This is an optimization exercise on Yosys and OpenROAD, whose aim is small area, a short achievable clock period and few clock cycles, not a production implementation. Function was checked by simulation only, so behaviour that the tests miss may differ from the original. Power figures rest on the tool's default switching activity, not on a simulated workload.

## flow/design.v (module list and top-level ports; edited modules follow where they fit)
// module REGFILE: 59 lines
// module IF: 52 lines
// module IF_ID: 22 lines
// module ID: 390 lines
// module ID_EX: 44 lines
// module EX: 119 lines
// module EX_MEM: 32 lines
// module MEM: 178 lines
// module MEM_WB: 23 lines
// module ICACHE: 120 lines
// module CTRL: 140 lines
// module cpu: 380 lines
module cpu(
  input  wire                 clk_in,			 
  input  wire                 rst_in,			 
  input  wire			 		        rdy_in,			 
  input  wire [ 7:0]          mem_din,		 
  output wire [ 7:0]          mem_dout,		 
  output wire [31:0]          mem_a,			 
  output wire                 mem_wr,			 
	output wire [31:0]			dbgreg_dout		 
);
  // ...
==> flow/run.sh <==
#!/bin/bash
# synth_recipe.tcl (not shown) runs the flow's synth.tcl, then flattens the netlist and writes it again
# the make line also repeats each setting of config.mk as NAME=value (left out here)
make -C /OpenROAD-flow-scripts/flow DESIGN_CONFIG=/design/flow/config.mk WORK_HOME=/design/flow/orfs CLKGATE_MAP_FILE= SYNTH_SCRIPT=/design/flow/synth_recipe.tcl finish
==> flow/config.mk <==
export PLATFORM = sky130hd
export DESIGN_NAME = cpu
export DESIGN_NICKNAME = cpu
export VERILOG_FILES = /design/flow/design.v
export SDC_FILE = /design/flow/constraint.sdc
export NUM_CORES = 8
export LEC_CHECK = 0
export CAP_MARGIN = 20
export CORE_MARGIN = 2
export CORE_UTILIZATION = 35
export SLEW_MARGIN = 20
==> flow/constraint.sdc <==
create_clock -name core_clock -period 14.0 [get_ports {clk_in}]
set_input_delay 2.8000 -clock core_clock [delete_from_list [all_inputs] [get_ports {clk_in}]]
set_output_delay 2.8000 -clock core_clock [all_outputs]
set_load 0.01 [all_outputs]
==> summary.txt, run 1 <==
Status:
- The run finished with no timing, DRC or antenna violations.

Logic synthesis:
- Of all cell types, the one taking the most synthesized area is edfxtp_1.
- Counting flops with an async set or reset pin after synthesis yields a share of 0.
- The combinational family with the most area after synthesis is compound AO/OA/AOI/OAI gates.
- The post-synthesis share of cell area spent on and, or, nand and nor gates is 0.140.
- Among all cell types in the netlist, the one instantiated most often is edfxtp_1.

Layout:
- The fraction of final cell area spent on clock buffers and inverters in this run is 0.0612.
- The proportion of cell area occupied by multi-input gates is 0.400.
- The layout-stage area growth over the synthesis result is 12.7%.
- After routing the design area is 0.160 sq mm.
- The library cells used most frequently in the layout, excluding fill and tap cells, are edfxtp_1 (2145), nand2_1 (1026), and2_1 (978).
- The count of buffers not belonging to the clock network in the layout is 547.

Clock network:
- The number of levels in the clock H-tree is 5.
- The clock network latency to the later pin of the worst-skew pair is 0.98 ns.
- The post-cts gate resize count is 0.

Placement:
- The instance area at placement is 0.150 sq mm.
- At the end of routability-driven placement, the weighted congestion stood at 1.06.
- Port buffering added 83 buffers.

Global route:
- In the global route stage, met3 resource usage came out at 0.0976.
- The maximum number of pins on one net before global-route repair is 129.
- The first global-routing pass estimated 903000 microns of wire.
- For this run the aggregate overflow at the end of global routing stands at 0.

Worst setup path:
- The startpoint identified for the worst register-to-register timing path is ID_EX0.aluop_EX_o[1]$_SDFFE_PP0P_.
- Across all register-to-register paths, the minimum setup slack is 2.15 ns.
- STA classifies the critical path endpoint as a register.
- The worst setup path is launched from a register.
- The critical path starts at ID_EX0.aluop_EX_o[1]$_SDFFE_PP0P_.

Power and ir drop:
- In this run, power in flip-flops and latches comes to 0.00887 W.
- The overall power after layout is 0.0186 W.
- The switching power share of the total is 0.255.
- Combinational cells consume a total of 0.00160 W.

STA:
- Static timing analysis puts the maximum clock frequency at 84.4 MHz.

Floorplan:
- The die covers 0.412 sq mm.

Hold path:
- The worst hold path startpoint is ID_EX0.SdataBoffset_EX_o[16]$_SDFFE_PP0P_.
Testbench counts, summed over its fixed seeds: cycles 176,847.
==> module cpu, before the edit <==
module cpu(
  input  wire                 clk_in,			 
  input  wire                 rst_in,			 
  input  wire			 		        rdy_in,			 
  input  wire [ 7:0]          mem_din,		 
  output wire [ 7:0]          mem_dout,		 
  output wire [31:0]          mem_a,			 
  output wire                 mem_wr,			 
	output wire [31:0]			dbgreg_dout		 
);
reg rdy_q;
reg[7:0] din_hold;
always @(posedge clk_in) begin
  rdy_q <= rdy_in;
  if (rdy_q) din_hold <= mem_din;
end
wire[7:0] din_eff = rdy_q ? mem_din : din_hold;
wire wr_CTRL_o;
assign mem_wr = wr_CTRL_o & rdy_in;
wire[1:0] stl_IF_i;  
wire re_IF_o;  
wire[31:0] addr_IF_o;  
wire[31:0] data_IF_i; 
wire miss_IF_i; 
wire JBjeID_IF_i; 
wire[31:0] JBtaraddrID_IF_i;
wire[31:0] inst_IF_o; 
wire[31:0] pc_IF_o; 
IF IF0(.clk(clk_in),  
       .rst(rst_in),
       .stl_STALLER_i(stl_IF_i),
       .re_CACHE_o(re_IF_o), 
       .addr_CACHE_o(addr_IF_o), 
       .data_CACHE_i(data_IF_i), 
       .miss_CACHE_i(miss_IF_i), 
       .JBje_ID_i(JBjeID_IF_i), 
       .JBtaraddr_ID_i(JBtaraddrID_IF_i), 
       .inst_IFID_o(inst_IF_o), 
       .pc_IFID_o(pc_IF_o));  
wire[31:0] inst_IFID_i; 
wire[1:0] stl_IFID_i; 
wire[31:0] pc_IFID_i; 
assign pc_IFID_i = pc_IF_o; 
assign inst_IFID_i = inst_IF_o; 
wire[31:0] inst_IFID_o; 
wire[31:0] pc_IFID_o; 
IF_ID IF_ID0(.clk(clk_in),  
             .rst(rst_in), 
             .stl_STALLER_i(stl_IFID_i),  
             .inst_IF_i(inst_IFID_i), 
             .pc_IF_i(pc_IFID_i),  
             .inst_ID_o(inst_IFID_o),  
             .pc_ID_o(pc_IFID_o)); 
wire[31:0] inst_ID_i; 
assign inst_ID_i = inst_IFID_o; 
wire re1_ID_o; 
wire[4:0] raddr1_ID_o; 
wire[31:0] rdata1_ID_i; 
wire re2_ID_o; 
wire[4:0] raddr2_ID_o; 
wire[31:0] rdata2_ID_i; 
wire[6:0] aluop_ID_o; 
wire[2:0] alusel_ID_o; 
wire[31:0] regdata1_ID_o; 
wire[31:0] regdata2_ID_o; 
wire wreg_ID_o; 
wire[4:0] waddr_ID_o; 
wire[31:0] SdataBoffset_ID_o; 
wire[1:0] rq_ID_o; 
wire[31:0] rdata1_REGFILE_o; 
wire[31:0] rdata2_REGFILE_o;
assign rdata1_ID_i = rdata1_REGFILE_o; 
assign rdata2_ID_i = rdata2_REGFILE_o; 
wire fwregEX_ID_i;
wire[4:0] fwaddrEX_ID_i;
wire[31:0] fwdataEX_ID_i;
wire fwregMEM_ID_i;
wire[4:0] fwaddrMEM_ID_i;
wire[31:0] fwdataMEM_ID_i;
wire[6:0] faluopEX_ID_i; 
wire[31:0] pc_ID_i; 
wire[31:0] JBtaraddr_ID_o;  
wire JBje_ID_o; 
wire[31:0] pc_ID_o; 
assign JBjeID_IF_i = JBje_ID_o; 
assign JBtaraddrID_IF_i = JBtaraddr_ID_o; 
assign pc_ID_i = pc_IFID_o;  
ID ID0(.rst(rst_in),  
       .inst_IFID_i(inst_ID_i),  
       .re1_REGFILE_o(re1_ID_o),  
       .raddr1_REGFILE_o(raddr1_ID_o), 
       .rdata1_REGFILE_i(rdata1_ID_i), 
       .re2_REGFILE_o(re2_ID_o), 
       .raddr2_REGFILE_o(raddr2_ID_o), 
       .rdata2_REGFILE_i(rdata2_ID_i), 
       .fwreg_EX_i(fwregEX_ID_i),  
       .fwaddr_EX_i(fwaddrEX_ID_i), 
       .fwdata_EX_i(fwdataEX_ID_i), 
       .fwreg_MEM_i(fwregMEM_ID_i),
       .fwaddr_MEM_i(fwaddrMEM_ID_i), 
       .fwdata_MEM_i(fwdataMEM_ID_i), 
       .faluop_EX_i(faluopEX_ID_i), 
       .pc_IFID_i(pc_ID_i), 
       .JBje_IF_o(JBje_ID_o), 
       .JBtaraddr_IF_o(JBtaraddr_ID_o),  
       .aluop_IDEX_o(aluop_ID_o),  
       .alusel_IDEX_o(alusel_ID_o), 
       .regdata1_IDEX_o(regdata1_ID_o), 
       .regdata2_IDEX_o(regdata2_ID_o), 
       .wreg_IDEX_o(wreg_ID_o), 
       .waddr_IDEX_o(waddr_ID_o), 
       .SdataBoffset_IDEX_o(SdataBoffset_ID_o), 
       .rq_STALLER_o(rq_ID_o), 
       .pc_IDEX_o(pc_ID_o)); 
wire[6:0] aluop_IDEX_i; 
wire[2:0] alusel_IDEX_i; 
wire[31:0] regdata1_IDEX_i; 
wire[31:0] regdata2_IDEX_i; 
wire wreg_IDEX_i; 
wire[4:0] waddr_IDEX_i;
wire[31:0] SdataBoffset_IDEX_i; 
wire[1:0] stl_IDEX_i; 
wire[31:0] pc_IDEX_i;
assign pc_IDEX_i = pc_ID_o; 
assign aluop_IDEX_i = aluop_ID_o; 
assign alusel_IDEX_i = alusel_ID_o; 
assign regdata1_IDEX_i = regdata1_ID_o; 
assign regdata2_IDEX_i = regdata2_ID_o; 
assign wreg_IDEX_i = wreg_ID_o; 
assign waddr_IDEX_i = waddr_ID_o; 
assign SdataBoffset_IDEX_i = SdataBoffset_ID_o; 
wire[6:0] aluop_IDEX_o; 
wire[2:0] alusel_IDEX_o; 
wire[31:0] regdata1_IDEX_o; 
wire[31:0] regdata2_IDEX_o; 
wire wreg_IDEX_o; 
wire[4:0] waddr_IDEX_o; 
wire[31:0] SdataBoffset_IDEX_o; 
wire[31:0] pc_IDEX_o;  
ID_EX ID_EX0(.rst(rst_in),  
             .clk(clk_in), 
             .aluop_ID_i(aluop_IDEX_i),  
             .alusel_ID_i(alusel_IDEX_i),
             .regdata1_ID_i(regdata1_IDEX_i), 
             .regdata2_ID_i(regdata2_IDEX_i), 
             .wreg_ID_i(wreg_IDEX_i), 
             .waddr_ID_i(waddr_IDEX_i),
             .SdataBoffset_ID_i(SdataBoffset_IDEX_i),
             .stl_STALLER_i(stl_IDEX_i), 
             .pc_ID_i(pc_IDEX_i), 
             .aluop_EX_o(aluop_IDEX_o),  
             .alusel_EX_o(alusel_IDEX_o), 
             .regdata1_EX_o(regdata1_IDEX_o), 
             .regdata2_EX_o(regdata2_IDEX_o), 
             .wreg_EX_o(wreg_IDEX_o), 
             .waddr_EX_o(waddr_IDEX_o), 
             .SdataBoffset_EX_o(SdataBoffset_IDEX_o), 
             .pc_EX_o(pc_IDEX_o)); 
wire[6:0] aluop_EX_i;  
wire[2:0] alusel_EX_i;  
wire[31:0] regdata1_EX_i;  
wire[31:0] regdata2_EX_i; 
wire wreg_EX_i; 
wire[4:0] waddr_EX_i; 
wire[31:0] SdataBoffset_EX_i; 
wire[31:0] pc_EX_i; 
assign pc_EX_i = pc_IDEX_o; 
assign aluop_EX_i = aluop_IDEX_o; 
assign alusel_EX_i = alusel_IDEX_o; 
assign regdata1_EX_i = regdata1_IDEX_o; 
assign regdata2_EX_i = regdata2_IDEX_o; 
assign wreg_EX_i = wreg_IDEX_o; 
assign waddr_EX_i = waddr_IDEX_o; 
assign SdataBoffset_EX_i = SdataBoffset_IDEX_o; 
wire wreg_EX_o;  
wire[4:0] waddr_EX_o; 
wire[31:0] alurslt_EX_o; 
wire[31:0] SdataBoffset_EX_o; 
wire[6:0] aluop_EX_o; 
assign fwregEX_ID_i = wreg_EX_o;  
assign fwaddrEX_ID_i = waddr_EX_o;
assign fwdataEX_ID_i = alurslt_EX_o;
assign faluopEX_ID_i = aluop_EX_o; 
EX EX0(.rst(rst_in),  
       .aluop_IDEX_i(aluop_EX_i),  
       .alusel_IDEX_i(alusel_EX_i), 
       .regdata1_IDEX_i(regdata1_EX_i), 
       .regdata2_IDEX_i(regdata2_EX_i), 
       .wreg_IDEX_i(wreg_EX_i),
       .waddr_IDEX_i(waddr_EX_i),
       .SdataBoffset_IDEX_i(SdataBoffset_EX_i),
       .pc_IDEX_i(pc_EX_i),   
       .aluop_EXMEM_o(aluop_EX_o),  
       .wreg_EXMEM_o(wreg_EX_o),
       .waddr_EXMEM_o(waddr_EX_o), 
       .alurslt_EXMEM_o(alurslt_EX_o), 
       .SdataBoffset_EXMEM_o(SdataBoffset_EX_o)); 
wire[6:0] aluop_EXMEM_i; 
wire wreg_EXMEM_i; 
wire[4:0] waddr_EXMEM_i; 
wire[31:0] alurslt_EXMEM_i;
wire[31:0] SdataBoffset_EXMEM_i; 
wire[1:0] stl_EXMEM_i; 
assign aluop_EXMEM_i = aluop_EX_o; 
assign wreg_EXMEM_i = wreg_EX_o;  
assign waddr_EXMEM_i = waddr_EX_o; 
assign alurslt_EXMEM_i = alurslt_EX_o; 
assign SdataBoffset_EXMEM_i = SdataBoffset_EX_o; 
wire[6:0] aluop_EXMEM_o; 
wire wreg_EXMEM_o;
wire[4:0] waddr_EXMEM_o; 
wire[31:0] alurslt_EXMEM_o; 
wire[31:0] SdataBoffset_EXMEM_o; 
EX_MEM EX_MEM0(.rst(rst_in),  
               .clk(clk_in), 
               .aluop_EX_i(aluop_EXMEM_i), 
               .wreg_EX_i(wreg_EXMEM_i),  
               .waddr_EX_i(waddr_EXMEM_i), 
               .alurslt_EX_i(alurslt_EXMEM_i),
               .SdataBoffset_EX_i(SdataBoffset_EXMEM_i), 
               .stl_STALLER_i(stl_EXMEM_i), 
               .aluop_MEM_o(aluop_EXMEM_o),  
               .wreg_MEM_o(wreg_EXMEM_o), 
               .waddr_MEM_o(waddr_EXMEM_o), 
               .alurslt_MEM_o(alurslt_EXMEM_o), 
               .SdataBoffset_MEM_o(SdataBoffset_EXMEM_o)); 
wire[6:0] aluop_MEM_i; 
wire wreg_MEM_i; 
wire[4:0] waddr_MEM_i; 
wire[31:0] alurslt_MEM_i; 
wire[31:0] SdataBoffset_MEM_i; 
assign aluop_MEM_i = aluop_EXMEM_o; 
assign wreg_MEM_i = wreg_EXMEM_o; 
assign waddr_MEM_i = waddr_EXMEM_o; 
assign alurslt_MEM_i = alurslt_EXMEM_o; 
assign SdataBoffset_MEM_i = SdataBoffset_EXMEM_o; 
wire re_MEM_o; 
wire[31:0] addr_MEM_o; 
wire[7:0] raddr_MEM_i; 
wire we_MEM_o; 
wire[7:0] wdata_MEM_o; 
wire wreg_MEM_o; 
wire[4:0] wbaddr_MEM_o; 
wire[31:0] wbdata_MEM_o;
wire[1:0]  stl_MEM_i; 
assign fwregMEM_ID_i = wreg_EXMEM_o; 
assign fwaddrMEM_ID_i = waddr_EXMEM_o; 
assign fwdataMEM_ID_i = wbdata_MEM_o; 
MEM MEM0(.rst(rst_in),  
         .clk(clk_in), 
         .stl_CTRL_i(stl_MEM_i), 
         .aluop_EXMEM_i(aluop_MEM_i),  
         .wreg_EXMEM_i(wreg_MEM_i), 
         .waddr_EXMEM_i(waddr_MEM_i), 
         .alurslt_EXMEM_i(alurslt_MEM_i), 
         .SdataBoffset_EXMEM_i(SdataBoffset_MEM_i), 
         .re_CTRL_o(re_MEM_o), 
         .addr_CTRL_o(addr_MEM_o), 
         .rdata_RAM_i(din_eff), 
         .we_CTRL_o(we_MEM_o), 
         .wdata_CTRL_o(wdata_MEM_o), 
         .wreg_MEMWB_o(wreg_MEM_o), 
         .waddr_MEMWB_o(wbaddr_MEM_o), 
         .wdata_MEMWB_o(wbdata_MEM_o));
wire wreg_MEMWB_i; 
wire[4:0] waddr_MEMWB_i; 
wire[31:0] wdata_MEMWB_i; 
assign wreg_MEMWB_i = wreg_MEM_o; 
assign waddr_MEMWB_i = wbaddr_MEM_o; 
assign wdata_MEMWB_i = wbdata_MEM_o; 
wire wreg_MEMWB_o; 
wire[4:0] waddr_MEMWB_o; 
wire[31:0] wdata_MEMWB_o; 
MEM_WB MEM_WB0(.rst(rst_in),  
               .rdy(rdy_in), 
							 .clk(clk_in), 
               .wreg_MEM_i(wreg_MEMWB_i),  
               .waddr_MEM_i(waddr_MEMWB_i), 
               .wdata_MEM_i(wdata_MEMWB_i), 
               .wreg_REGFILE_o(wreg_MEMWB_o),  
               .waddr_REGFILE_o(waddr_MEMWB_o), 
               .wdata_REGFILE_o(wdata_MEMWB_o));
wire re1_REGFILE_i;  
wire[4:0] raddr1_REGFILE_i;  
wire re2_REGFILE_i;
wire[4:0] raddr2_REGFILE_i;
assign re1_REGFILE_i = re1_ID_o; 
assign raddr1_REGFILE_i = raddr1_ID_o; 
assign re2_REGFILE_i = re2_ID_o; 
assign raddr2_REGFILE_i = raddr2_ID_o; 
wire we_REGFILE_i; 
wire[4:0] waddr_REGFILE_i; 
wire[31:0] wdata_REGFILE_i; 
wire[31:0] dbg_REGFILE_o;  
assign we_REGFILE_i = wreg_MEMWB_o; 
assign waddr_REGFILE_i = waddr_MEMWB_o; 
assign wdata_REGFILE_i = wdata_MEMWB_o; 
REGFILE REGFILE0(.rst(rst_in),  
                 .rdy(rdy_in), 
                 .clk(clk_in), 
                 .re1_ID_i(re1_REGFILE_i),  
                 .raddr1_ID_i(raddr1_REGFILE_i), 
                 .rdata1_ID_o(rdata1_REGFILE_o), 
                 .re2_ID_i(re2_REGFILE_i), 
                 .raddr2_ID_i(raddr2_REGFILE_i),
                 .rdata2_ID_o(rdata2_REGFILE_o), 
                 .we_WB_i(we_REGFILE_i),  
                 .waddr_WB_i(waddr_REGFILE_i), 
                 .wdata_WB_i(wdata_REGFILE_i), 
                 .dbg_CPU_o(dbg_REGFILE_o)); 
wire re_CACHE_i; 
wire[31:0] addr_CACHE_i; 
wire[31:0] data_CACHE_o; 
wire miss_CACHE_o;
assign re_CACHE_i = re_IF_o; 
assign addr_CACHE_i = addr_IF_o; 
assign data_IF_i = data_CACHE_o; 
assign miss_IF_i = miss_CACHE_o; 
wire re_CACHE_o; 
wire[31:0] addr_CACHE_o; 
wire[1:0] stl_CACHE_i; 
ICACHE ICACHE0(  
			 .clk(clk_in), 
			 .rst(rst_in), 
			 .rdy(rdy_in), 
			 .re_IF_i(re_CACHE_i), 
			 .addr_IF_i(addr_CACHE_i), 
			 .data_IF_o(data_CACHE_o), 
			 .miss_IF_o(miss_CACHE_o), 
			 .re_CTRL_o(re_CACHE_o), 
			 .addr_CTRL_o(addr_CACHE_o), 
			 .data_RAM_i(din_eff), 
       .stl_CTRL_i(stl_CACHE_i)
); 
wire re_cache_CTRL_i; 
wire[31:0] addr_cache_CTRL_i; 
assign re_cache_CTRL_i = re_CACHE_o; 
assign addr_cache_CTRL_i = addr_CACHE_o; 
wire re_mem_CTRL_i; 
wire we_mem_CTRL_i; 
wire[31:0] addr_mem_CTRL_i; 
wire[7:0] wdata_mem_CTRL_i;
assign re_mem_CTRL_i = re_MEM_o; 
assign we_mem_CTRL_i = we_MEM_o; 
assign addr_mem_CTRL_i = addr_MEM_o; 
assign wdata_mem_CTRL_i = wdata_MEM_o; 
CTRL CTRL0(.rst(rst_in), 
           .clk(clk_in), 
           .re_CACHE_i(re_cache_CTRL_i),  
           .addr_CACHE_i(addr_cache_CTRL_i),
           .re_MEM_i(re_mem_CTRL_i),  
           .addr_MEM_i(addr_mem_CTRL_i), 
           .we_MEM_i(we_mem_CTRL_i), 
           .wdata_MEM_i(wdata_mem_CTRL_i), 
           .wr_RAM_o(wr_CTRL_o), 
           .addr_RAM_o(mem_a), 
           .wdata_RAM_o(mem_dout), 
           .rdy(rdy_in),  
           .rq_ID_i(rq_ID_o), 
           .stl_IF_o(stl_IF_i), 
           .stl_IFID_o(stl_IFID_i), 
           .stl_IDEX_o(stl_IDEX_i), 
           .stl_EXMEM_o(stl_EXMEM_i), 
           .stl_MEM_o(stl_MEM_i), 
           .stl_CACHE_o(stl_CACHE_i)
); 
assign dbgreg_dout = dbg_REGFILE_o;  
always @(posedge clk_in)
  begin
    if (rst_in)
      begin
      end
    else if (!rdy_in)
      begin
      end
    else
      begin
      end
  end
endmodule
==> run 2, diff against run 1 <==
==> flow/design.v (replaced) <==
module cpu(
  input  wire        clk_in,
  input  wire        rst_in,
  input  wire        rdy_in,
  input  wire [ 7:0] mem_din,
  output wire [ 7:0] mem_dout,
  output wire [31:0] mem_a,
  output wire        mem_wr,
  output wire [31:0] dbgreg_dout
);
  reg [1:0] ph;
  wire ph0 = (ph == 2'd0);
  wire ph1 = (ph == 2'd1);
  wire ph2 = (ph == 2'd2);
  wire ph3 = (ph == 2'd3);
  reg fEX, fLWB, fSWB, fCPY;       
  reg [31:0] ir;                    
  reg [31:0] irn;                   
  reg        irn_full;
  localparam B_NONE = 2'd0, B_FETCH = 2'd1, B_LOAD = 2'd2, B_STORE = 2'd3;
  reg [1:0]  bk;                    
  reg [1:0]  dk;                    
  reg [1:0]  st_sz;
  reg        last_fetch;            
  reg        need_tf;               
  reg        spec_q;                
  reg        go_q;                  
  reg [17:0] ma;                    
  reg        mw;                    
  reg [ 7:0] md;                    
  reg [17:2] ra;                    
  reg [31:0] P;                     
  reg [31:0] T;                     
  reg [15:0] ar;                    
  reg [ 4:0] sh;                    
  reg        sgn_s;                 
  reg        lsgn;                  
  reg        ac, pc_c, cb_q, eq_q;  
  reg [ 7:0] res_q;                 
  reg        we_q;
  reg [ 4:0] rdq;
  reg [31:0] x1;
  wire [4:0] opc = ir[6:2];
  wire iJAL   =  opc[4] &  opc[1];
  wire iJALR  =  opc[4] & ~opc[1] &  opc[0];
  wire iBR    =  opc[4] & ~opc[1] & ~opc[0];
  wire iLD    = ~opc[4] & ~opc[2] & ~opc[3];
  wire iST    = ~opc[4] & ~opc[2] &  opc[3];
  wire iOPI   = ~opc[4] &  opc[2] & ~opc[3] & ~opc[0];
  wire iAUIPC = ~opc[4] &  opc[2] & ~opc[3] &  opc[0];
  wire iOP    = ~opc[4] &  opc[2] &  opc[3] & ~opc[0];
  wire iLUI   = ~opc[4] &  opc[2] &  opc[3] &  opc[0];
  wire [2:0] f3 = ir[14:12];
  wire f7b5 = ir[30];
  wire [4:0] rd  = ir[11:7];
  wire [4:0] rs1 = ir[19:15];
  wire [4:0] rs2 = ir[24:20];
  wire iALU   = iOP | iOPI;
  wire isShift = iALU & (f3[1:0] == 2'b01);
  wire isSLT   = iALU & (f3[2:1] == 2'b01);
  wire rdnz    = (rd != 5'd0);
  reg [31:0] imm;
  always @(*) begin
    if (iST)              imm = {{20{ir[31]}}, ir[31:25], ir[11:7]};
    else if (iBR)         imm = {{19{ir[31]}}, ir[31], ir[7], ir[30:25], ir[11:8], 1'b0};
    else if (iLUI|iAUIPC) imm = {ir[31:12], 12'b0};
    else if (iJAL)        imm = {{11{ir[31]}}, ir[31], ir[19:12], ir[20], ir[30:21], 1'b0};
    else                  imm = {{20{ir[31]}}, ir[31:20]};
  end
  wire [7:0] immb = ph0 ? imm[7:0] : ph1 ? imm[15:8] : ph2 ? imm[23:16] : imm[31:24];
  wire br4 = (ir[31:25] == 7'd0) & (ir[11:7] == 5'b00100);
  wire j4  = (ir[31:12] == 20'h00400);
  wire [7:0] rbyte [0:31];
  assign rbyte[0] = 8'd0;
  assign rbyte[1] = ph0 ? x1[7:0] : ph1 ? x1[15:8] : ph2 ? x1[23:16] : x1[31:24];
  wire [7:0] rd1 = rbyte[rs1];
  wire [7:0] rd2 = rbyte[rs2];
  wire [7:0] opA = (iAUIPC | iJAL | iBR) ? P[7:0] : (iLUI ? 8'd0 : rd1);
  wire [7:0] opB = iOP ? rd2 : immb;
  wire       sub = iOP & f7b5 & (f3 == 3'b000);
  wire [8:0] sum = {1'b0, opA} + {1'b0, opB ^ {8{sub}}} + {8'd0, ph0 ? sub : ac};
  reg  [7:0] aluo;
  always @(*) begin
    if (!iALU || f3 == 3'b000) aluo = sum[7:0];
    else case (f3)
      3'b100:  aluo = opA ^ opB;
      3'b110:  aluo = opA | opB;
      3'b111:  aluo = opA & opB;
      default: aluo = 8'd0;
    endcase
  end
  wire [7:0] cB = (iOP | iBR) ? rd2 : immb;
  wire [8:0] cdiff = {1'b0, rd1} - {1'b0, cB} - {8'd0, ph0 ? 1'b0 : cb_q};
  wire bo = cdiff[8];
  wire eqall = (ph0 | eq_q) & (rd1 == cB);
  wire uns = iBR ? f3[1] : f3[0];
  wire lt_fin = (uns || (rd1[7] == cB[7])) ? bo : rd1[7];
  wire [8:0] pca = {1'b0, P[7:0]} + {6'd0, ph0, 2'b00} + {8'd0, ~ph0 & pc_c};
  wire right = f3[2];
  wire [1:0] plo = right ? sh[4:3] : ~sh[4:3];
  wire [1:0] phi = plo + 2'd1;
  wire [7:0] tlo = (plo == 2'd0) ? T[7:0] : (plo == 2'd1) ? T[15:8] : (plo == 2'd2) ? T[23:16] : T[31:24];
  wire [7:0] thi = (phi == 2'd0) ? T[7:0] : (phi == 2'd1) ? T[15:8] : (phi == 2'd2) ? T[23:16] : T[31:24];
  wire [2:0] kq = {1'b0, ph} + {1'b0, sh[4:3]};
  wire lo_ok = right ? (kq <= 3'd3) : (ph > sh[4:3]);
  wire hi_ok = right ? (kq <= 3'd2) : (ph >= sh[4:3]);
  wire [7:0] fill = {8{right & f7b5 & sgn_s}};
  wire [15:0] win = {hi_ok ? thi : fill, lo_ok ? tlo : fill};
  wire [3:0] samt = right ? {1'b0, sh[2:0]} : (4'd8 - {1'b0, sh[2:0]});
  wire [15:0] wsh = win >> samt;
  wire [7:0] sh_out = wsh[7:0];
  wire lvalid = ph0 | (ph1 & (f3[1:0] != 2'b00)) | f3[1];
  wire [7:0] lwb = lvalid ? mem_din : {8{~f3[2] & lsgn}};
  wire brx   = fEX & iBR & ~br4;
  wire jmp   = fEX & ((iJAL & ~j4) | iJALR);
  wire early = ~f3[2] & ~eqall;                 
  wire pred  = f3[2] ? (ir[31] | f3[0]) : ~f3[0];
  wire spec  = early ? f3[0] : pred;
  wire taken_fin = f3[2] ? (lt_fin ^ f3[0]) : (eqall ^ f3[0]);
  wire taken = brx & taken_fin;
  wire ctrl_taken = jmp | taken;
  wire cancel = ph3 & brx & (spec_q ^ taken_fin);
  wire dk_f = (dk == B_FETCH);
  wire irn_busy = irn_full | dk_f;
  wire no_consume = fEX & (iLD | isShift);
  wire seqf_ok = go_q & ~(no_consume & irn_busy);
  wire ld_st = fEX & (iLD | iST);
  wire tf_alu = jmp | (brx & spec);
  wire [17:0] inc = ma + 18'd1;
  wire nf_LWB = fEX & iLD;
  wire nf_SWB = fEX & isShift;
  wire nf_CPY = ctrl_taken;
  wire ld_ir  = go_q & irn_busy & ~nf_LWB & ~nf_SWB;
  wire nf_EX  = ld_ir & ~nf_CPY;
  wire we_ex = fEX & (iLUI | iAUIPC | iJAL | iJALR | (iALU & ~isShift));
  wire we_now = (we_ex | fLWB | fSWB) & rdnz;
  wire [7:0] res_d = fLWB ? lwb : fSWB ? sh_out : (iJAL | iJALR) ? pca[7:0] : aluo;
  wire sltfix = fEX & ph3 & isSLT & rdnz;
  always @(posedge clk_in) begin
    irn <= {dk_f ? mem_din : irn[7:0], irn[31:8]};
    P   <= {rst_in ? 8'd0 : fEX ? pca[7:0] : fCPY ? {T[7:1], T[0] & ~ph0} : P[7:0],
            rst_in ? 8'd0 : P[31:24], P[23:8]};
    T   <= {(fEX & iST) ? rd2 : (fEX & isShift) ? rd1 : (fEX & (iJAL | iJALR | iBR)) ? aluo : T[7:0], T[31:8]};
    ar  <= {aluo, ar[15:8]};
    md  <= T[23:16];
    ac  <= sum[8];
    pc_c <= pca[8];
    cb_q <= bo;
    eq_q <= eqall;
    res_q <= res_d;
    rdq <= rd;
    if (fEX & isShift & ph0) sh <= iOP ? rd2[4:0] : ir[24:20];
    if (fEX & isShift & ph3) sgn_s <= rd1[7];
    if (fLWB & lvalid) lsgn <= mem_din[7];
    if (rst_in) begin
      ph <= 2'd3;
      fEX <= 1'b0; fLWB <= 1'b0; fSWB <= 1'b0; fCPY <= 1'b0;
      irn_full <= 1'b0;
      bk <= B_FETCH;
      dk <= B_NONE;
      last_fetch <= 1'b1;
      need_tf <= 1'b0;
      spec_q <= 1'b0;
      go_q <= 1'b0;
      ma <= 18'd0;
      mw <= 1'b0;
      we_q <= 1'b0;
    end else begin
      ph <= ph + 2'd1;
      we_q <= we_now;
      if (ph1) go_q <= rdy_in;
      if (ph2) begin
        spec_q <= brx & spec;
        if (ld_st) begin
          bk <= iLD ? B_LOAD : B_STORE;
          ma <= {aluo[1:0], ar};
          mw <= iST;
          st_sz <= f3[1:0];
          last_fetch <= 1'b0;
        end else if (tf_alu) begin
          bk <= B_FETCH;
          ma <= {aluo[1:0], ar[15:2], 2'b00};
          mw <= 1'b0;
          last_fetch <= 1'b1;
        end else if (need_tf) begin
          bk <= B_FETCH;
          ma <= {T[1:0], T[31:24], T[23:18], 2'b00};
          mw <= 1'b0;
          last_fetch <= 1'b1;
          need_tf <= 1'b0;
        end else if (seqf_ok) begin
          bk <= B_FETCH;
          ma <= last_fetch ? inc : {ra, 2'b00};
          mw <= 1'b0;
          last_fetch <= 1'b1;
        end else begin
          bk <= B_NONE;
          ma <= inc;
          mw <= 1'b0;
          last_fetch <= 1'b0;
        end
        if (last_fetch && !(!ld_st && !tf_alu && !need_tf && seqf_ok)) ra <= inc[17:2];
      end else begin
        ma <= inc;
        mw <= (bk == B_STORE) & (ph3 ? (st_sz != 2'b00) : st_sz[1]);
      end
      if (ph3) begin
        dk <= cancel ? B_NONE : bk;
        if (cancel) begin
          bk <= B_NONE;
          last_fetch <= 1'b0;
          if (!spec_q) need_tf <= 1'b1;
        end
        fEX  <= nf_EX;
        fLWB <= nf_LWB;
        fSWB <= nf_SWB;
        fCPY <= nf_CPY;
        irn_full <= (nf_CPY | nf_EX) ? 1'b0 : irn_busy;
        if (ld_ir) ir <= {irn_full ? irn[7:0] : mem_din, irn[31:8]};
      end
    end
  end
  always @(posedge clk_in) begin
    if (we_q && rdq == 5'd1) begin
      case (ph)
        2'd0: x1[31:24] <= res_q;
        2'd1: x1[ 7: 0] <= res_q;
        2'd2: x1[15: 8] <= res_q;
        default: x1[23:16] <= res_q;
      endcase
    end
    if (sltfix && rd == 5'd1) x1[0] <= lt_fin;
  end
  genvar g;
  generate
    for (g = 2; g < 32; g = g + 1) begin : R
      reg [31:0] q;
      wire wr = we_q & (rdq == g);
      wire fx = sltfix & (rd == g);
      always @(posedge clk_in) begin
        q[31:24] <= q[7:0];
        q[23:16] <= wr ? res_q : q[31:24];
        q[15: 8] <= q[23:16];
        q[ 7: 0] <= {q[15:9], fx ? lt_fin : q[8]};
      end
      assign rbyte[g] = q[7:0];
    end
  endgenerate
  assign mem_a = {14'd0, ma};
  assign mem_wr = mw;
  assign mem_dout = md;
  assign dbgreg_dout = x1;
endmodule
==> run 2 against run 1 <==
Power decreased by 62%; highest routed layer unchanged; wire length down 79%; via count shrank 78%.
==> summary.txt, run 2 <==
Status:
- Result of the run: complete, no violations (unchanged).

STA:
- The worst clock skew on the final layout is 0.0509 ns (was 0.121 ns).
- The final clock period utilization by the worst path was 0.481 (was 0.846).
- The hold violation total from the final report is 0 (unchanged).
- The worst slew margin relative to its limit is 0.208 (was 0.0912).
- The slew at the pin closest to its max-slew limit is 1.19 ns (was 1.36 ns).
- The final count of pins violating max slew is 0 (unchanged).
- The final critical-path required period came to 6.74 ns (was 11.85 ns).
- The count of final setup violators is 0 (unchanged).
- The final-layout worst hold slack was 0.312 ns (was 0.440 ns).
- The upper clock frequency limit was 148 MHz (was 84.4 MHz).
- The final total negative setup slack was 0 ns (unchanged).
- RSZ-0062 raised after global routing: false (unchanged).

Floorplan:
- The starting density of the core is 0.354 (was 0.351).
- The standard-cell row count was 122 (was 234).
- The standard cell core area was 0.111 sq mm (was 0.406 sq mm).
- The die height is 339 microns (was 642 microns).
- The horizontal die dimension is 339 microns (was 642 microns).
- The area of the die came to 0.115 sq mm (was 0.412 sq mm).
- The number of top-level pins is 84 (unchanged).

Logic synthesis:
- The most common cell in the synthesized netlist is dfxtp_1 (was edfxtp_1).
- The post-synthesis area per instance is 12.1 sq um (was 11.2 sq um).
- The distinct cell type count of the synthesized netlist is 86 (was 108).
- The count of synthesis-stage warnings from yosys is 1 (was 14).
- List of most frequent post-synthesis cells: dfxtp_1 (1124), mux2_2 (262), nor2_1 (190), nand2_1 (189), a22oi_1 (140) (was edfxtp_1 (2145), nand2_1 (1032), and2_1 (989), clkbuf_1 (893), a21oi_1 (720)).
- The top flip-flop cell by instance count after synthesis is dfxtp_1 (was edfxtp_1).
- The cell taking the most area after synthesis is dfxtp_1 (was edfxtp_1).
- The fraction of post-synthesis cell area in the top cell type by area was 0.573 (was 0.453).
- The combined area of all synthesized cells is 0.0393 sq mm (was 0.142 sq mm).
- The number of instances in the synthesized netlist was 3239 (was 12698).
- Synth top area cells: dfxtp_1 (57%), mux2_2 (7.5%), edfxtp_1 (6.7%), a22oi_1 (2.7%), mux2i_1 (2.3%) (was edfxtp_1 (45%), dfxtp_1 (6.8%), mux4_2 (6.2%), and2_1 (4.3%), nand2_1 (2.7%)).
- The synthesis-stage register bit count came to 1211 (was 2625).
- The sequential cell area fraction in the yosys report came to 0.640 (was 0.520).
- The fraction of registers with async set/reset is 0 (unchanged).
- The number of enable flip-flop cells after synthesis is 87 (was 2145).

Routing:
- The via total after detailed routing came to 26259 (was 120497).
- The final antenna-violating net count is 0 (unchanged).
- The detailed-route DRC error count was 0 (unchanged).
- The via density per instance came to 5.38 (was 6.67).
- The average wire per standard cell is 28.1 microns (was 36.6 microns).
- The iteration count of the initial detailed-routing pass is 5 (was 13).
- The total wire length after detailed routing is 137000 microns (was 662000 microns).
- The first-iteration detailed-routing DRC count is 2720 (was 22280).

Global route:
- The total global routing track utilization is 0.234 (was 0.310).
- The maximum number of pins on one net before global-route repair was 40 (was 129).
- The via count of the first global-routing pass is 25018 (was 112405).
- The wire length of the first global-routing pass came to 193000 microns (was 903000 microns).
- The global route total overflow is 0 (unchanged).
- The initial antenna violation count was 6 (was 61).

Layout:
- The number of flip-flops in the largest register is 960.
- The layout filler cell count was 10533 (was 38489).
- The layout cell share with drive strength beyond 1 is 0.161 (was 0.143).
- The register ranked first by flip-flop count is R.q.
- The layout-stage area growth over the synthesis result is 15.3% (was 12.7%).
- The most common library cell in the layout ignoring fill and taps is dfxtp_1 (was edfxtp_1).
- The net count of the finished layout came to 3367 (was 12630).
- Top library cells by usage in the layout, fill and taps aside: dfxtp_1 (1121), mux2_2 (262), nand2_1 (189) (was edfxtp_1 (2145), nand2_1 (1026), and2_1 (978)).

Worst setup path:
- The required time of the critical path is 14.60 ns (was 14.83 ns).
- The endpoint of the worst setup timing path is dk[0]$_SDFFE_PP0P_ (was IF_ID0.inst_ID_o[22]$_SDFFE_PP0P_).
- The critical path's top delay family is simple AND/OR/NAND/NOR gates (was compound AO/OA/AOI/OAI gates).
- The number of gates on the worst path with buffers counted is 22 (was 28).
- The signal on the critical path passes through nand2b_1 > nor2_1 > a22oi_1 > nand4_1 > nor2_1 > nand2_1 > nor2_1 > a21oi_1 > ha_1 > inv_1 > ha_1 > a21o_1 > a21o_1 > a21oi_1 > nor4b_1 > nor4bb_1 > a211oi_4 > buf_4 > mux2i_1 > xnor2_1 > or2_1 > a41o_1.
- The signal arrival time at the worst endpoint is 7.34 ns (was 12.68 ns).
- The maximum fanout count along the critical path came to 32 (was 64).
- The setup slack of the worst register-to-register path is 7.26 ns (was 2.15 ns).
- The worst reg2reg path depth is 22 (was 28).
- The launch point of the worst reg-to-reg path is ir[24]$_DFFE_PP_ (was ID_EX0.aluop_EX_o[1]$_SDFFE_PP0P_).
- The delay contributed by the slowest stage of the critical path is 0.89 ns (was 0.96 ns).
- The type of the worst setup path is register to register (unchanged).
- The beginning of the critical path is ir[24]$_DFFE_PP_ (was ID_EX0.aluop_EX_o[1]$_SDFFE_PP0P_).
- The kind of capture point of the worst setup path was a register (unchanged).
- The critical register-to-register path endpoint is dk[0]$_SDFFE_PP0P_ (was IF_ID0.inst_ID_o[22]$_SDFFE_PP0P_).
- The buffers plus inverters on the worst setup path is 2 (was 1).
- The cell with the biggest individual delay on the critical path was edfxtp_1 (was o31ai_2).
- The most used cell along the critical path is nor2_1.
- The sort of element at the start of the critical path is a register (unchanged).

Clock network:
- The clock tree root buffer cell is clkbuf_16 (unchanged).
- The total clock buffers created by CTS was 113 (was 299).
- The clock tree from TritonCTS is done (unchanged).
- The buffers inserted during post-CTS setup optimization is 0 (unchanged).
- The post-cts gate resize count is 0 (unchanged).
- The CTS sink count is 1211 (was 2625).
- The maximum clock path buffer count is 3 (was 4).
- The clock network latency to the later pin of the worst-skew pair is 0.72 ns (was 0.98 ns).
- The number of hold buffers added after cts is 0 (unchanged).
- The clock-pin transition on the worst setup and hold timing paths is 0.07 ns (was 0.06 ns).
- The number of levels in the clock H-tree is 3 (was 5).

Placement:
- The placed wire-length estimate is 101000 microns (was 400000 microns).
- The final estimated routing congestion in global placement is 1.01 (was 1.06).
- The count of input and output buffers is 69 (was 83).

Hold path:
- The type of the most critical hold path was register to register (unchanged).

Job:
- The max-capacitance violation count is 0 (unchanged).

Power and ir drop:
- The power per unit of standard cell area is 154 mW/mm^2 (was 116 mW/mm^2).
- The peak ir drop on the vdd network is 0.125 mV (was 0.109 mV).
- The leakage power is 17.6 nW (was 52.3 nW).
-- run 2: cell types whose count changed in the layout (fill, tap and decap cells not counted), moves of 399 or more --
cell      change
a21oi_1     -629
and2_1      -967
buf_4       -399
dfxtp_1     +656
edfxtp_1   -2058
nand2_1     -837
-- run 2: metal layers --
layer	GRT usage	wire (microns)	part of all wire
met1	0.306	58900	0.43
met2	0.364	60700	0.44
met3	0.0406	8990	0.065
met4	0.132	8660	0.063
met5	0	13	0.000095
-- run 2: per-stage QoR --
step,power [W],std cells,area (sq um),setup WS (ns),utilization
6_report,0.00697,4884,45300,7.26,0.408
5_1_grt,0.00719,4882,45300,6.84,0.408
4_1_cts,0.00702,4882,45300,7.43,0.408
3_5_place_dp,0.00395,4678,41400,7.51,0.373
3_3_place_gp,0.00395,4677,41400,7.63,0.373
2_1_floorplan,0.00383,3252,39300,7.48,-
-- run 2: power by group --
part,total [W],internal [W],switching (W)
Combinational,0.000265,0.0000942,0.000171
Sequential,0.00361,0.00356,0.0000535
Clock,0.00310,0.00179,0.00131
-- run 2: layout make-up --
cell class                 instances  area (sq um)  share of cell area
antenna                            2          5.00            0.000111
timing repair buffer             118          1060              0.0235
tap                             1488          1860              0.0411
sequential                      1211         25100               0.555
inverter                          76           285             0.00630
clock buffer                     165          3330              0.0736
multi-input combinational       1785         13100               0.290
clock inverter                    39           478              0.0106
-- run 2: worst reg2reg max path, delay by kind of cell, from the launching register on --
| family | cells | cell delay (ns) |
|---|---|---|
| AOI/OAI and AO/OA | 7 | 1.53 |
| xor gates and xnor gates | 1 | 0.20 |
| adders and majority gates | 2 | 0.50 |
| buffers and inverters | 2 | 0.45 |
| DFF | 1 | 0.89 |
| muxes | 1 | 0.26 |
| and+or+nand+nor | 9 | 2.83 |
-- run 2: kinds of logic after synthesis --
family | count (synthesis) | synth area share
xor gates and xnor gates | 42 | 0.00956
muxes | 368 | 0.108
and+or+nand+nor | 726 | 0.0923
DFF | 1211 | 0.640
other | 1 | 0.0000955
buffers and inverters | 256 | 0.0285
AOI/OAI and AO/OA | 584 | 0.105
adders and majority gates | 51 | 0.0168
-- run 2: worst min-delay path by stage --
stage                             start                  to  slack, ns  cells past startpoint
floorplan                  P[8]$_DFF_P_        P[0]$_DFF_P_       0.31                      0
global placement     R[3].q[12]$_DFF_P_   R[3].q[4]$_DFF_P_       0.31                      0
detailed placement  R[12].q[15]$_DFF_P_  R[12].q[7]$_DFF_P_       0.31                      0
CTS                  R[7].q[11]$_DFF_P_   R[7].q[3]$_DFF_P_       0.31                      0
global route         R[7].q[11]$_DFF_P_   R[7].q[3]$_DFF_P_       0.31                      0
finish               R[18].q[9]$_DFF_P_  R[18].q[1]$_DFF_P_       0.31                      0
Testbench counts of run 2, summed over its fixed seeds: cycles 276,452.
==> run 3, diff against run 2 <==
--- a/flow/design.v
+++ b/flow/design.v
@@ -59,2 +59,3 @@
   wire isShift = iALU & (f3[1:0] == 2'b01);
+  wire isSR    = isShift & f3[2];
   wire isSLT   = iALU & (f3[2:1] == 2'b01);
@@ -74,5 +75,5 @@
   assign rbyte[0] = 8'd0;
-  assign rbyte[1] = ph0 ? x1[7:0] : ph1 ? x1[15:8] : ph2 ? x1[23:16] : x1[31:24];
-  wire [7:0] rd1 = rbyte[rs1];
-  wire [7:0] rd2 = rbyte[rs2];
+  assign rbyte[1] = ph3 ? x1[7:0] : ph0 ? x1[15:8] : ph1 ? x1[23:16] : x1[31:24];
+  reg  [4:0] sel1, sel2;
+  reg  [7:0] rd1, rd2;
   wire [7:0] opA = (iAUIPC | iJAL | iBR) ? P[7:0] : (iLUI ? 8'd0 : rd1);
@@ -99,12 +100,28 @@
   wire right = f3[2];
-  wire [1:0] plo = right ? sh[4:3] : ~sh[4:3];
-  wire [1:0] phi = plo + 2'd1;
-  wire [7:0] tlo = (plo == 2'd0) ? T[7:0] : (plo == 2'd1) ? T[15:8] : (plo == 2'd2) ? T[23:16] : T[31:24];
-  wire [7:0] thi = (phi == 2'd0) ? T[7:0] : (phi == 2'd1) ? T[15:8] : (phi == 2'd2) ? T[23:16] : T[31:24];
-  wire [2:0] kq = {1'b0, ph} + {1'b0, sh[4:3]};
-  wire lo_ok = right ? (kq <= 3'd3) : (ph > sh[4:3]);
-  wire hi_ok = right ? (kq <= 3'd2) : (ph >= sh[4:3]);
+  wire [4:0] amt = (fEX & ph0) ? (iOP ? rd2[4:0] : ir[24:20]) : sh;
+  wire [1:0] q = amt[4:3];
+  reg [7:0] thi, tlo;
+  always @(*) begin
+    if (right) begin
+      case (q)
+        2'd0: begin tlo = T[7:0];   thi = T[15:8];  end
+        2'd1: begin tlo = T[15:8];  thi = T[23:16]; end
+        2'd2: begin tlo = T[23:16]; thi = T[31:24]; end
+        default: begin tlo = T[31:24]; thi = T[7:0]; end
+      endcase
+    end else begin
+      case (q)
+        2'd0: begin thi = rd1;      tlo = T[31:24]; end
+        2'd1: begin thi = T[31:24]; tlo = T[23:16]; end
+        2'd2: begin thi = T[23:16]; tlo = T[15:8];  end
+        default: begin thi = T[15:8]; tlo = T[15:8]; end
+      endcase
+    end
+  end
+  wire [2:0] kq = {1'b0, ph} + {1'b0, q};
+  wire lo_ok = right ? (kq <= 3'd3) : (ph > q);
+  wire hi_ok = right ? (kq <= 3'd2) : (ph >= q);
   wire [7:0] fill = {8{right & f7b5 & sgn_s}};
   wire [15:0] win = {hi_ok ? thi : fill, lo_ok ? tlo : fill};
-  wire [3:0] samt = right ? {1'b0, sh[2:0]} : (4'd8 - {1'b0, sh[2:0]});
+  wire [3:0] samt = right ? {1'b0, amt[2:0]} : (4'd8 - {1'b0, amt[2:0]});
   wire [15:0] wsh = win >> samt;
@@ -124,3 +141,3 @@
   wire irn_busy = irn_full | dk_f;
-  wire no_consume = fEX & (iLD | isShift);
+  wire no_consume = fEX & (iLD | isSR);
   wire seqf_ok = go_q & ~(no_consume & irn_busy);
@@ -128,5 +145,6 @@
   wire tf_alu = jmp | (brx & spec);
-  wire [17:0] inc = ma + 18'd1;
+  wire [17:2] inc = ma[17:2] + 16'd1;
+  wire data_b = bk[1];
   wire nf_LWB = fEX & iLD;
-  wire nf_SWB = fEX & isShift;
+  wire nf_SWB = fEX & isSR;
   wire nf_CPY = ctrl_taken;
@@ -134,5 +152,5 @@
   wire nf_EX  = ld_ir & ~nf_CPY;
-  wire we_ex = fEX & (iLUI | iAUIPC | iJAL | iJALR | (iALU & ~isShift));
+  wire we_ex = fEX & (iLUI | iAUIPC | iJAL | iJALR | (iALU & ~isSR));
   wire we_now = (we_ex | fLWB | fSWB) & rdnz;
-  wire [7:0] res_d = fLWB ? lwb : fSWB ? sh_out : (iJAL | iJALR) ? pca[7:0] : aluo;
+  wire [7:0] res_d = fLWB ? lwb : (fSWB | isShift) ? sh_out : (iJAL | iJALR) ? pca[7:0] : aluo;
   wire sltfix = fEX & ph3 & isSLT & rdnz;
@@ -145,2 +163,8 @@
     md  <= T[23:16];
+    if (ph2) begin
+      sel1 <= {irn[27:24], irn[23]};
+      sel2 <= {irn_full ? irn[0] : mem_din[0], irn[31:28]};
+    end
+    rd1 <= {rbyte[sel1][7:1], (sltfix && sel1 == rd) ? lt_fin : rbyte[sel1][0]};
+    rd2 <= {rbyte[sel2][7:1], (sltfix && sel2 == rd) ? lt_fin : rbyte[sel2][0]};
     ac  <= sum[8];
@@ -151,3 +175,3 @@
     rdq <= rd;
-    if (fEX & isShift & ph0) sh <= iOP ? rd2[4:0] : ir[24:20];
+    if (fEX & ph0) sh <= amt;
     if (fEX & isShift & ph3) sgn_s <= rd1[7];
@@ -164,3 +188,3 @@
       go_q <= 1'b0;
-      ma <= 18'd0;
+      ma <= 18'd1;
       mw <= 1'b0;
@@ -181,3 +205,3 @@
           bk <= B_FETCH;
-          ma <= {aluo[1:0], ar[15:2], 2'b00};
+          ma <= {aluo[1:0], ar[15:2], 2'b01};
           mw <= 1'b0;
@@ -186,3 +210,3 @@
           bk <= B_FETCH;
-          ma <= {T[1:0], T[31:24], T[23:18], 2'b00};
+          ma <= {T[1:0], T[31:24], T[23:18], 2'b01};
           mw <= 1'b0;
@@ -192,3 +216,3 @@
           bk <= B_FETCH;
-          ma <= last_fetch ? inc : {ra, 2'b00};
+          ma <= {last_fetch ? inc : ra, 2'b01};
           mw <= 1'b0;
@@ -197,3 +221,3 @@
           bk <= B_NONE;
-          ma <= inc;
+          ma <= {inc, 2'b01};
           mw <= 1'b0;
@@ -201,5 +225,5 @@
         end
-        if (last_fetch && !(!ld_st && !tf_alu && !need_tf && seqf_ok)) ra <= inc[17:2];
+        if (last_fetch && !(!ld_st && !tf_alu && !need_tf && seqf_ok)) ra <= inc;
       end else begin
-        ma <= inc;
+        ma <= {(data_b && ma[1:0] == 2'b11) ? inc : ma[17:2], ma[1:0] + 2'd1};
         mw <= (bk == B_STORE) & (ph3 ? (st_sz != 2'b00) : st_sz[1]);
@@ -218,3 +242,3 @@
         irn_full <= (nf_CPY | nf_EX) ? 1'b0 : irn_busy;
-        if (ld_ir) ir <= {irn_full ? irn[7:0] : mem_din, irn[31:8]};
+        if (ld_ir) ir <= {irn[31:8], irn_full ? irn[7:0] : mem_din};
       end
@@ -240,6 +264,6 @@
       always @(posedge clk_in) begin
-        q[31:24] <= q[7:0];
-        q[23:16] <= wr ? res_q : q[31:24];
-        q[15: 8] <= q[23:16];
-        q[ 7: 0] <= {q[15:9], fx ? lt_fin : q[8]};
+        q[31:24] <= {q[7:1], fx ? lt_fin : q[0]};
+        q[23:16] <= q[31:24];
+        q[15: 8] <= wr ? res_q : q[23:16];
+        q[ 7: 0] <= q[15:8];
       end
==> flow/flow/run.sh (new file) <==
#!/bin/bash
# Standard ORFS layout, with timing repair aimed well below the clock period
# (the constraints are unchanged) so that the achieved period is pushed down.
set -euo pipefail
cat >> config.mk <<'EOC'
export SETUP_SLACK_MARGIN = 10
EOC
bash standard.sh > standard.log 2>&1
==> flow/standard.sh (new file) <==
#!/bin/bash
# synth_recipe.tcl (not shown) runs the flow's synth.tcl, then flattens the netlist and writes it again
# the make line also repeats each setting of config.mk as NAME=value (left out here)
make -C /OpenROAD-flow-scripts/flow DESIGN_CONFIG=/design/flow/config.mk WORK_HOME=/design/flow/orfs CLKGATE_MAP_FILE= SYNTH_SCRIPT=/design/flow/synth_recipe.tcl "${@:-finish}"
--- a/flow/config.mk
+++ b/flow/config.mk
@@ -7,3 +7,3 @@
 export LEC_CHECK = 0
-export CAP_MARGIN = 20
+export CAP_MARGIN = 30
 export CORE_MARGIN = 2
@@ -11 +11,3 @@
 export SLEW_MARGIN = 20
+export TNS_END_PERCENT = 5
+export SETUP_SLACK_MARGIN = 10
removed: flow/run.sh
==> run 3 against run 2 <==
Critical endpoint is now ma[14]$_SDFFE_PP0P_; wire length rose by 5.1%; worst setup slack gained 2.4 ns; critical path depth decreased by 1; highest routed layer unchanged; first-iteration DRC count increased by 37%.
==> summary.txt, run 3 <==
Logic synthesis:
- The distinct cell type count of the synthesized netlist is 87 (was 86).
- The synthesis-stage register bit count is 1237 (was 1211).
- The combined area of all synthesized cells came to 0.0405 sq mm (was 0.0393 sq mm).
- The number of instances in the synthesized netlist is 3400 (was 3239).
- The fraction of post-synthesis cell area in the top cell type by area is 0.563 (was 0.573).
- The count of synthesis-stage warnings from yosys is 1 (unchanged).
- The sequential cell area fraction in the yosys report is 0.635 (was 0.640).
- The cell taking the most area after synthesis is dfxtp_1 (unchanged).
- The post-synthesis area per instance came to 11.9 sq um (was 12.1 sq um).
- The number of enable flip-flop cells after synthesis came to 97 (was 87).
- The top flip-flop cell by instance count after synthesis is dfxtp_1 (unchanged).
- The most common cell in the synthesized netlist is dfxtp_1 (unchanged).
- Synth top area cells: dfxtp_1 (56%), mux2_2 (7.8%), edfxtp_1 (7.2%), nand2_1 (2.2%), a22oi_1 (2.1%) (was dfxtp_1 (57%), mux2_2 (7.5%), edfxtp_1 (6.7%), a22oi_1 (2.7%), mux2i_1 (2.3%)).
- List of most frequent post-synthesis cells: dfxtp_1 (1140), mux2_2 (282), nand2_1 (237), nor2_1 (192), clkbuf_1 (124) (was dfxtp_1 (1124), mux2_2 (262), nor2_1 (190), nand2_1 (189), a22oi_1 (140)).
- The fraction of registers with async set/reset is 0 (unchanged).

Worst setup path:
- The critical register-to-register path endpoint is ma[14]$_SDFFE_PP0P_ (was dk[0]$_SDFFE_PP0P_).
- The type of the worst setup path is register to register (unchanged).
- The required time of the critical path came to 14.60 ns (about the same).
- The launch point of the worst reg-to-reg path is ir[2]$_DFFE_PP_ (was ir[24]$_DFFE_PP_).
- The worst reg2reg path depth came to 21 (was 22).
- The sort of element at the start of the critical path is a register (unchanged).
- The kind of capture point of the worst setup path was a register (unchanged).
- The signal arrival time at the worst endpoint came to 4.98 ns (was 7.34 ns).
- The maximum fanout count along the critical path is 16 (was 32).
- The beginning of the critical path is ir[2]$_DFFE_PP_ (was ir[24]$_DFFE_PP_).
- The setup slack of the worst register-to-register path is 9.63 ns (was 7.26 ns).

Routing:
- The average wire per standard cell came to 27.5 microns (was 28.1 microns).
- The via density per instance is 5.54 (was 5.38).
- The first-iteration detailed-routing DRC count came to 3714 (was 2720).
- The iteration count of the initial detailed-routing pass is 6 (was 5).
- The total wire length after detailed routing was 144000 microns (was 137000 microns).
- The detailed-route DRC error count was 0 (unchanged).
- The final antenna-violating net count is 0 (unchanged).
- The via total after detailed routing is 29062 (was 26259).

Layout:
- The register ranked first by flip-flop count is R.q (unchanged).
- The net count of the finished layout is 3701 (was 3367).
- The number of flip-flops in the largest register is 960 (unchanged).
- The most common library cell in the layout ignoring fill and taps is dfxtp_1 (unchanged).
- Top library cells by usage in the layout, fill and taps aside: dfxtp_1 (1110), mux2_2 (282), nand2_1 (235) (was dfxtp_1 (1121), mux2_2 (262), nand2_1 (189)).
- The layout cell share with drive strength beyond 1 came to 0.226 (was 0.161).
- The layout filler cell count is 10581 (was 10533).
- The layout-stage area growth over the synthesis result is 20.7% (was 15.3%).

Placement:
- The final estimated routing congestion in global placement was 1.05 (was 1.01).
- The placed wire-length estimate is 102000 microns (was 101000 microns).
- The count of input and output buffers came to 69 (unchanged).

Power and ir drop:
- The peak ir drop on the vdd network is 0.121 mV (was 0.125 mV).
- The power per unit of standard cell area was 151 mW/mm^2 (was 154 mW/mm^2).
- The leakage power is 19.4 nW (was 17.6 nW).

Global route:
- The wire length of the first global-routing pass came to 202000 microns (was 193000 microns).
- The met1 track demand over resource in global routing is 0.343 (was 0.306).
- The total global routing track utilization is 0.238 (was 0.234).
- The routing usage on met2 is 0.335 (was 0.364).
- The via count of the first global-routing pass is 27067 (was 25018).
- The met3 demand-to-capacity share in global routing is 0.0656 (was 0.0406).
- The global route total overflow is 0 (unchanged).
- The initial antenna violation count is 11 (was 6).
- The maximum number of pins on one net before global-route repair came to 38 (was 40).
- The routing layer with the top usage in global route was met1 (was met2).

STA:
- The upper clock frequency limit is 229 MHz (was 148 MHz).
- The hold violation total from the final report came to 0 (unchanged).
- The worst clock skew on the final layout is 0.0536 ns (was 0.0509 ns).
- RSZ-0062 raised after global routing: true (was false).
- The count of final setup violators was 0 (unchanged).
- The final critical-path required period is 4.37 ns (was 6.74 ns).
- The final-layout worst hold slack is 0.307 ns (was 0.312 ns).
- The final clock period utilization by the worst path is 0.312 (was 0.481).
- The final count of pins violating max slew is 0 (unchanged).
- The slew at the pin closest to its max-slew limit came to 1.15 ns (was 1.19 ns).
- The worst slew margin relative to its limit is 0.230 (was 0.208).
- The final total negative setup slack is 0 ns (unchanged).

Floorplan:
- The standard cell core area is 0.115 sq mm (was 0.111 sq mm).
- The number of top-level pins is 84 (unchanged).
- The area of the die is 0.119 sq mm (was 0.115 sq mm).
- The standard-cell row count was 124 (was 122).
- The die height is 344 microns (was 339 microns).
- The horizontal die dimension is 344 microns (was 339 microns).
- The starting density of the core is 0.354 (about the same).

Clock network:
- The clock tree from TritonCTS is done (unchanged).
- The number of levels in the clock H-tree is 3 (unchanged).
- The clock-pin transition on the worst setup and hold timing paths came to 0.07 ns (about the same).
- The clock network latency to the later pin of the worst-skew pair came to 0.71 ns (was 0.72 ns).
- The maximum clock path buffer count is 3 (unchanged).
- The clock tree root buffer cell is clkbuf_16 (unchanged).
- The total clock buffers created by CTS is 113 (unchanged).
- The CTS sink count is 1237 (was 1211).

Hold path:
- The hold path depth is 0 (unchanged).
- The worst hold path startpoint is R[25].q[27]$_DFF_P_ (was R[18].q[9]$_DFF_P_).
- The capture endpoint of the worst hold path is R[25].q[19]$_DFF_P_ (was R[18].q[1]$_DFF_P_).
- The type of the most critical hold path is register to register (unchanged).

Status:
- Result of the run: complete, no violations (unchanged).

Job:
- The max-capacitance violation count was 0 (unchanged).
[run 3: where the power goes]
group,switching [W],leakage (nW),internal (W)
Combinational,0.000270,7.28,0.000140
Clock,0.00134,2.01,0.00192
Sequential,0.0000858,10.1,0.00365
Total,0.00170,19.4,0.00571
[run 3: per-layer routing]
layer,share of wire,vias up,wire length [microns]
met3,0.099,343,14200
met2,0.40,1565,58000
met5,0.00019,-,27
met1,0.46,14376,65800
met4,0.043,4,6250
li1,-,12774,-
[run 3: through the flow]
stage / power (W) / util / worst slack, ns / std cells / instance area [sq um]
6_report: 0.00741 / 0.427 / 9.63 / 5248 / 48900
5_1_grt: 0.00763 / 0.426 / 9.41 / 5244 / 48900
4_1_cts: 0.00743 / 0.425 / 9.70 / 5230 / 48800
3_5_place_dp: 0.00416 / 0.378 / 7.72 / 4921 / 43300
3_3_place_gp: 0.00416 / 0.377 / 7.76 / 4909 / 43200
2_1_floorplan: 0.00398 / - / 9.57 / 3413 / 40600
[run 3: cells by family (layout without fill, tap and decap cells)]
kind of cell	Yosys count	count (layout)	share of synthesized area
AO/OA/AOI/OAI	672	673	0.122
adder cells (fa/ha/maj)	53	53	0.0169
other	1	18	0.0000925
AND/OR/NAND/NOR	794	796	0.0941
XOR/XNOR	59	59	0.0127
buffers and inverters	246	562	0.0258
flip-flops	1237	1237	0.635
multiplexers	338	338	0.0938
[run 3: critical path: stages, from the launching register on]
cell       delay (ns)
edfxtp_1         0.44
and3b_2          0.29
a21oi_4          0.21
nand2b_1         0.14
buf_4            0.15
buf_4            0.11
o211ai_1         0.08
a21oi_1          0.11
a31oi_2          0.25
o21ai_1          0.09
ha_1             0.28
inv_1            0.07
nor4_4           0.32
nand2_1          0.08
a211o_1          0.24
and3_4           0.17
o31a_1           0.33
o31ai_4          0.25
buf_4            0.18
bufbuf_16        0.28
nand4_1          0.10
o221ai_1         0.10
[run 3: layout make-up]
class	instances	area [sq um]	share of cell area
Multi-Input combinational cell	1933	14500	0.296
Clock inverter	40	532	0.0109
Clock buffer	170	3530	0.0723
Antenna cell	4	10.0	0.000205
Timing Repair Buffer	282	2400	0.0491
Tap cell	1512	1890	0.0387
Inverter	69	280	0.00573
Sequential cell	1237	25800	0.527
Timing Repair inverter	1	5.00	0.000102
[run 3: how the worst max path moves through the flow]
stage,to,slack [ns],cells past startpoint
final,ma[14]$_SDFFE_PP0P_,9.63,21
after global routing,T[30]$_DFF_P_,9.41,21
after CTS,dbgreg_dout[24],9.70,1
after detailed placement,res_q[4]$_DFF_P_,7.72,17
after global placement,res_q[4]$_DFF_P_,7.76,17
after floorplan,ir[10]$_DFFE_PP_,9.57,2
[run 3: what timing repair did]
item	in CTS	in global routing
setup buffers	92	10
gates resized for setup	218	7
pin swaps	55	10
endpoints found under the setup margin	161	155
hold endpoints to repair	0	0
hold buffers	0	0
gates cloned	7	0
Testbench counts of run 3, summed over its fixed seeds: cycles 267,080.
==> run 4, diff against run 3 <==
--- a/flow/config.mk
+++ b/flow/config.mk
@@ -7,2 +7,3 @@
 export LEC_CHECK = 0
+export ABC_AREA = 1
 export CAP_MARGIN = 30
@@ -10,2 +11,4 @@
 export CORE_UTILIZATION = 35
+export CTS_CLUSTER_DIAMETER = 60
+export CTS_CLUSTER_SIZE = 30
 export SLEW_MARGIN = 20
==> run 4 against run 3 <==
Via count grew 4.1%; largest cell class unchanged; hold slack improved by 0.0053 ns; still clean; non-clock buffer count down 114; critical path depth is 20 lower; clock skew is 0.015 ns higher; power shrank 8.9%; first-iteration DRC count decreased by 10%; clock power fell by 25%; largest power group unchanged; register-to-register slack gained 0.28 ns.
==> summary.txt, run 4 <==
Status:
- Result of the run: complete, no violations (unchanged).

Power and ir drop:
- The share of total power in combinational logic is 0.072 (was 0.055).
- The switching power share of the total is 0.270 (was 0.229).
- The power dissipated by switching net loads was 0.00182 W (was 0.00170 W).
- The overall power after layout is 0.00675 W (was 0.00741 W).
- The power share of the sequential group is 0.563 (was 0.504).

STA:
- The final clock period utilization by the worst path came to 0.306 (was 0.312).
- The slew at the pin closest to its max-slew limit is 1.15 ns (about the same).
- The final critical-path required period is 4.29 ns (was 4.37 ns).
- The worst clock skew on the final layout came to 0.0683 ns (was 0.0536 ns).
- The count of final setup violators came to 0 (unchanged).
- RSZ-0062 raised after global routing: true (unchanged).
- The upper clock frequency limit is 233 MHz (was 229 MHz).

Global route:
- The initial antenna violation count was 8 (was 11).
- The maximum number of pins on one net before global-route repair is 37 (was 38).

Worst setup path:
- Critical path, cell by cell: buf_2 (was and3b_2 > a21oi_4 > nand2b_1 > buf_4 > buf_4 > o211ai_1 > a21oi_1 > a31oi_2 > o21ai_1 > ha_1 > inv_1 > nor4_4 > nand2_1 > a211o_1 > and3_4 > o31a_1 > o31ai_4 > buf_4 > bufbuf_16 > nand4_1 > o221ai_1).
- The delay contributed by the slowest stage of the critical path came to 0.60 ns (was 0.44 ns).
- The maximum fanout count along the critical path is 2 (was 16).
- The type of the worst setup path is register to primary output (was register to register).
- The buffers plus inverters on the worst setup path was 1 (was 5).

Logic synthesis:
- Synth top area cells: dfxtp_1 (57%), nand2_1 (7.9%), edfxtp_1 (7.2%), o21ai_0 (5.7%), inv_1 (3.9%) (was dfxtp_1 (56%), mux2_2 (7.8%), edfxtp_1 (7.2%), nand2_1 (2.2%), a22oi_1 (2.1%)).
- The count of synthesis-stage warnings from yosys came to 1 (unchanged).
- The top flip-flop cell by instance count after synthesis was dfxtp_1 (unchanged).
- The number of instances in the synthesized netlist was 4262 (was 3400).
- The number of enable flip-flop cells after synthesis is 97 (unchanged).
- The post-synthesis area per instance came to 9.46 sq um (was 11.9 sq um).
- The cell taking the most area after synthesis is dfxtp_1 (unchanged).
- The combined area of all synthesized cells came to 0.0403 sq mm (was 0.0405 sq mm).
- The fraction of registers with async set/reset is 0 (unchanged).

Routing:
- The detailed-route DRC error count is 0 (unchanged).
- The final antenna-violating net count is 0 (unchanged).

Floorplan:
- The horizontal die dimension came to 343 microns (was 344 microns).
- The die height is 343 microns (was 344 microns).
- The starting density of the core is 0.353 (was 0.354).
- The area of the die is 0.118 sq mm (was 0.119 sq mm).
- The number of top-level pins came to 84 (unchanged).

Layout:
- The layout-stage area growth over the synthesis result came to 14.2% (was 20.7%).
- The most common library cell in the layout ignoring fill and taps is dfxtp_1 (unchanged).
- The layout filler cell count is 11273 (was 10581).
- The number of flip-flops in the largest register is 960 (unchanged).
- Top library cells by usage in the layout, fill and taps aside: dfxtp_1 (1121), nand2_1 (841), o21ai_0 (442) (was dfxtp_1 (1110), mux2_2 (282), nand2_1 (235)).

Clock network:
- The clock tree from TritonCTS is done (unchanged).
- The CTS sink count is 1237 (unchanged).
- The clock tree root buffer cell is clkbuf_16 (unchanged).
- The clock network latency to the later pin of the worst-skew pair is 0.69 ns (was 0.71 ns).
- The maximum clock path buffer count is 3 (unchanged).

Placement:
- The count of input and output buffers is 69 (unchanged).
- The placed wire-length estimate was 91900 microns (was 102000 microns).
- The final estimated routing congestion in global placement is 1.01 (was 1.05).
-- run 4: final timing paths --
check,start,endpoint,slack (ns),cells past startpoint
max,x1[21]$_DFFE_PP_,dbgreg_dout[21],9.71,1
min,R[4].q[13]$_DFF_P_,R[4].q[5]$_DFF_P_,0.31,0
max reg2reg,sel2[4]$_DFFE_PP_,rd2[7]$_DFF_P_,9.91,8
min reg2reg,R[4].q[13]$_DFF_P_,R[4].q[5]$_DFF_P_,0.31,0
-- run 4: logic make-up (layout without fill, tap and decap cells) --
family,count (synthesis),count (layout),synth area share
other,1,16,0.0000930
flip-flops,1237,1237,0.638
AND/OR/NAND/NOR,1500,1503,0.158
adder cells (fa/ha/maj),53,53,0.0170
buffers and inverters,599,735,0.0597
multiplexers,1,1,0.000248
AO/OA/AOI/OAI,831,831,0.118
XOR/XNOR,40,40,0.00869
-- run 4: per-stage QoR --
stage / hold slack [ns] / cells / setup WS (ns)
global route: 0.320 / 5927 / 9.64
global placement: 0.310 / 5724 / 8.40
CTS: 0.321 / 5892 / 9.71
finish: 0.312 / 5928 / 9.71
floorplan: 0.310 / 4275 / 9.64
detailed placement: 0.312 / 5729 / 8.30
-- run 4: what timing repair did --
action,in CTS,in global routing
hold buffers,0,0
gates cloned,4,2
endpoints found under the setup margin,204,152
setup buffers,29,31
pin swaps,9,33
resized for setup,165,66
-- run 4: cell type report --
cell class / count / area (sq um) / area share
inverter: 435 / 1680 / 0.0364
clock buffer: 77 / 1880 / 0.0409
tap: 1512 / 1890 / 0.0411
multi-input combinational: 2442 / 12600 / 0.275
timing repair inverter: 2 / 10.0 / 0.000217
antenna: 2 / 5.00 / 0.000109
clock inverter: 53 / 761 / 0.0165
sequential: 1237 / 25800 / 0.559
timing repair buffer: 168 / 1420 / 0.0309
-- run 4: layer usage --
layer  share of wire  up-vias  GRT usage
met3           0.073      313     0.0380
met1            0.44    14424      0.286
li1                -    14291          -
met2            0.44     1225      0.327
met4           0.049        4     0.0934
met5         0.00011        -          0
-- run 4: power by group through the flow --
stage          Clock (W)  Sequential (W)  Combinational, W
2_1_floorplan          0         0.00382          0.000273
3_3_place_gp           0         0.00388          0.000443
3_5_place_dp           0         0.00388          0.000444
4_1_cts          0.00250         0.00380          0.000466
5_1_grt          0.00263         0.00381          0.000530
6_report         0.00246         0.00380          0.000488

Re-timed with assumed drivers on the ports (clkbuf_16 on the clock, buf_2 on other inputs), run 4 has 9.645 ns of setup slack against 9.714 ns with ideal ports, and 9.398 ns once port delays also move by the mid clock arrival of 0.727 ns.
